From an optimization exercise on the open Yosys and OpenROAD flow, aimed at small area, a short achievable clock period and few clock cycles per item; shortcuts taken in it are not production practice.
In this exercise RTL edits were held to simulation tests only and were not proved equivalent to the original.

v53:
==> flow/design.v (excerpt) <==
module numberAnalyzer(isEven, isFibonacci, isPalindrome, stuckStateEven, stuckStateFibonacci, stuckStatePalindrome, inp, reset, go_i, clk);
For scale: ~2000 cells after synthesis, roughly 48 I/O pins, ~11000 sq um of cells after synthesis.
==> flow/config.mk <==
export PLATFORM = sky130hd
export DESIGN_NAME = numberAnalyzer
export DESIGN_NICKNAME = numberAnalyzer
export VERILOG_FILES = /design/flow/design.v
export SDC_FILE = /design/flow/constraint.sdc
export NUM_CORES = 4
export LEC_CHECK = 0
export CAP_MARGIN = 20
export CORE_MARGIN = 2
export CORE_UTILIZATION = 60
export PLACE_DENSITY = 0.75
export SLEW_MARGIN = 20
==> flow/constraint.sdc <==
create_clock -name core_clock -period 130.0 [get_ports {clk}]
set_input_delay 26.0000 -clock core_clock [delete_from_list [all_inputs] [get_ports {clk}]]
set_output_delay 26.0000 -clock core_clock [all_outputs]
set_load 0.01 [all_outputs]
standard.sh (not shown) runs the stock make flow with config.mk's settings and CLKGATE_MAP_FILE= SYNTH_SCRIPT=/design/flow/synth_recipe.tcl, a recipe that flattens the netlist after the stock synthesis.
==> flow/flow/run.sh <==
#!/bin/bash
# Own layout flow: the standard synthesis with an area-oriented ABC script
# (a copy of ORFS's scripts whose ABC script is flow/area.abc; every other
# synthesis step, and so every register and its name, is as standard), then the
# combinational logic is mapped once more with the same script (flip-flops kept
# as they are: same instances, names and cells), then the standard layout
# from that netlist with 1x port buffers and a setup repair margin.  Each tool's
# output goes to a log of its own here.
set -euo pipefail
W=$PWD
F=$W/flow
P=${FLOW_PLATFORM:-sky130hd}
R=$W/orfs/results/$P/numberAnalyzer/base
LOGS=$W/orfs/logs/$P/numberAnalyzer/base
YOSYS=${YOSYS_EXE:-$FLOW_HOME/../tools/install/yosys/bin/yosys}
[[ -x $YOSYS ]] || YOSYS=yosys

# 1. standard synthesis, ABC script replaced
rm -rf $W/scripts_area
cp -r $FLOW_HOME/scripts $W/scripts_area
cp $F/area.abc $W/scripts_area/abc_speed.script
cp $F/area.abc $W/scripts_area/abc_area.script
bash standard.sh SCRIPTS_DIR=$W/scripts_area synth > $W/flow_synth.log 2>&1

# 2. re-map the combinational logic
cp $R/1_2_yosys.v $W/synth_1_2_yosys.v
printf 'set_driving_cell sky130_fd_sc_hd__buf_1\nset_load 5\n' > $W/remap.constr
export REMAP_IN=$W/synth_1_2_yosys.v
export REMAP_OUT=$W/remap_1_2_yosys.v
export REMAP_LIB=$FLOW_HOME/platforms/$P/lib/sky130_fd_sc_hd__tt_025C_1v80.lib
export REMAP_ABC=$F/area.abc
export REMAP_CONSTR=$W/remap.constr
export REMAP_TOP=$FLOW_TOP
export REMAP_DONTUSE="$(grep -o -- '-dont_use [^ ]*' $LOGS/1_2_yosys.log | sed 's/-dont_use //' | sort -u | tr '\n' ' ')"
$YOSYS -c $F/remap.tcl > $W/flow_remap.log 2>&1
cp $REMAP_OUT $R/1_2_yosys.v
rm -f $R/1_synth.odb $R/1_synth.sdc

# 3. standard layout from the re-mapped netlist
bash standard.sh BUFFER_PORTS_ARGS="-buffer_cell sky130_fd_sc_hd__buf_1" SETUP_SLACK_MARGIN=96 > $W/flow_layout.log 2>&1
==> flow/flow/remap.tcl <==
# Re-map the combinational logic of a synthesized netlist with an area-oriented ABC script.
# Flip-flop instances are kept as they are (same names and cell types).
# env: REMAP_IN, REMAP_OUT, REMAP_LIB, REMAP_ABC (script), REMAP_DONTUSE (list), REMAP_TOP
yosys -import
set lib $::env(REMAP_LIB)
read_liberty -ignore_miss_func $lib
# sequential cells stay as instances
read_verilog -defer $::env(REMAP_IN)
hierarchy -top $::env(REMAP_TOP)
setattr -mod -set keep_hierarchy 1 {=t:$_*FF*} %m
flatten
opt_clean -purge
set du {}
foreach c $::env(REMAP_DONTUSE) { lappend du -dont_use $c }
abc -script $::env(REMAP_ABC) -liberty $lib {*}$du -constr $::env(REMAP_CONSTR)
opt_clean -purge
setundef -zero
splitnets
opt_clean -purge
# nets named after the flattened cells' pins
yosys rename -hide w:*.*
hilomap -singleton -hicell sky130_fd_sc_hd__conb_1 HI -locell sky130_fd_sc_hd__conb_1 LO
insbuf -buf sky130_fd_sc_hd__buf_4 A X
opt_clean -purge
select -module $::env(REMAP_TOP)
tee -o $::env(REMAP_OUT).stat stat -liberty $lib
write_verilog -noattr -nohex -nodec -selected $::env(REMAP_OUT)
Other scripts of this flow, unchanged in this note and not shown: flow/flow/area.abc
Testbench counts of v53, summed over its fixed seeds: cycles 4,800, items 2,400.
Modified inputs, v57 compared to v53
Settings: setting CTS_BUF_LIST to sky130_fd_sc_hd__clkbuf_8 for the first time.
diff --git a/flow/flow/run.sh b/flow/flow/run.sh
--- a/flow/flow/run.sh
+++ b/flow/flow/run.sh
@@ -5 +5 @@
-# combinational logic is mapped once more with the same script (flip-flops kept
+# combinational logic is mapped once more with flow/remap.abc (flip-flops kept
@@ -31 +31 @@
-export REMAP_ABC=$F/area.abc
+export REMAP_ABC=$F/remap.abc
@@ -40 +40 @@
-bash standard.sh BUFFER_PORTS_ARGS="-buffer_cell sky130_fd_sc_hd__buf_1" SETUP_SLACK_MARGIN=96 > $W/flow_layout.log 2>&1
+bash standard.sh BUFFER_PORTS_ARGS="-buffer_cell sky130_fd_sc_hd__buf_1" SETUP_SLACK_MARGIN=90 > $W/flow_layout.log 2>&1
==> flow/flow/remap.abc (new file) <==
strash
&get -n
&dch -f
&if -K 4 -a
&mfs
&st
&put
dch -f
amap -m
topo
stime -c
--- outcome ---
- Going from v53 to v57, the minimum clock period after layout was found to have gone up by 0.89 ns.
- Delta(area added between synthesis and finish, v57 - v53) < 0
- [compare] base=v53 new=v57: share of the clock period used by the worst path rose by 0.69 points, fmax went down about 2.6%, final cell count without fillers decreased by 315 relative to the old numbers.
The inputs of v21 differ from those of v57 as listed below.
Settings: CTS_BUF_LIST: sky130_fd_sc_hd__clkbuf_8 -> unset.
diff --git a/flow/flow/run.sh b/flow/flow/run.sh
--- a/flow/flow/run.sh
+++ b/flow/flow/run.sh
@@ -5 +5 @@
-# combinational logic is mapped once more with flow/remap.abc (flip-flops kept
+# combinational logic is mapped once more with the same script (flip-flops kept
@@ -31 +31 @@
-export REMAP_ABC=$F/remap.abc
+export REMAP_ABC=$F/area.abc
removed: flow/flow/remap.abc
Results
- In summary, v21 completed successfully, with a layout that passed the timing, DRC and antenna checks.
- From v57 to v21 the numbers moved as follows: total non-filler cell area in the finished layout picked up an extra about 7%, final cell count picked up an extra about 16%, sequential share of layout area lost 0.67 points.
## Diff of input files: v8 against v21
diff --git a/flow/flow/run.sh b/flow/flow/run.sh
--- a/flow/flow/run.sh
+++ b/flow/flow/run.sh
@@ -5 +5 @@
-# combinational logic is mapped once more with the same script (flip-flops kept
+# combinational logic is mapped once more with flow/remap.abc (flip-flops kept
@@ -31 +31 @@
-export REMAP_ABC=$F/area.abc
+export REMAP_ABC=$F/remap.abc
==> flow/flow/remap.abc (new file) <==
strash
&get -n
&dch -f
&if -K 4 -a
&mfs
&st
&put
dch -f
amap -m
topo
stime -c
Results
Delta (v8 minus v21): global-route usage over all layers saw a decrease, global-route wire length before repair saw a decrease, logic depth of the worst setup path including buffers saw an increase, die area saw a decrease, number of signal-net inverters in the final layout saw a decrease.
In the route summary, v8 ends up with a via count below that of v21.
Area: v8 vs v21 -> v8 smaller
Delta (v8 minus v21): final-layout clock-cell area share closely matched the old numbers, number of placed instances, taps included fell by about 14%.
Input-level comparison between v25 and v8:
Settings: CTS_BUF_LIST: unset -> sky130_fd_sc_hd__clkbuf_8; CORE_UTILIZATION: 60 -> 65; PLACE_DENSITY: 0.75 -> 0.8.
--- outcome ---
From v8 to v25 the numbers moved as follows: die outline area fell by 1300 sq um; routed wire length rose by about 0.35%; post-route non-filler standard cell count fell by about 1.5%. Via count of the first global-routing pass: v25 > v8. Die boundary width in v25 is 5.0 microns below v8. Compared with v8, in v25 area added between synthesis and finish moved down; final standard cell area without fillers went down by 0.92%.

port drivers added, routing unchanged:
How much do the figures lean on ideal ports? The routed layouts below were timed once more, with nothing changed but the port constraints.
Step 1, drivers: a clkbuf_16 drives clk and a buf_2 each remaining input, both assumed.
Step 2 also shifts input and output timing later by t, the mid clock arrival at the registers, as if the neighbouring blocks saw the same clock.
Slacks: ideal / step 1 / step 2; pairs: ideal / step 1.
run	t, ns	slack for setup (ns)	worst register clock-pin slew, ns	worst data-port slew with drivers (ns)	pins driven straight from the clock port
v53	0.326	96.460 / 96.423 / 96.481	0.07 / 0.07	0.03	1
v57	0.357	95.567 / 95.528 / 95.763	0.10 / 0.10	0.08	1
v21	0.325	95.043 / 95.007 / 95.331	0.07 / 0.07	0.03	1
v8	0.342	95.627 / 95.583 / 95.705	0.07 / 0.07	0.08	1
v25	0.351	95.372 / 95.335 / 95.686	0.10 / 0.10	0.05	1
After both steps every run listed still meets setup and hold.
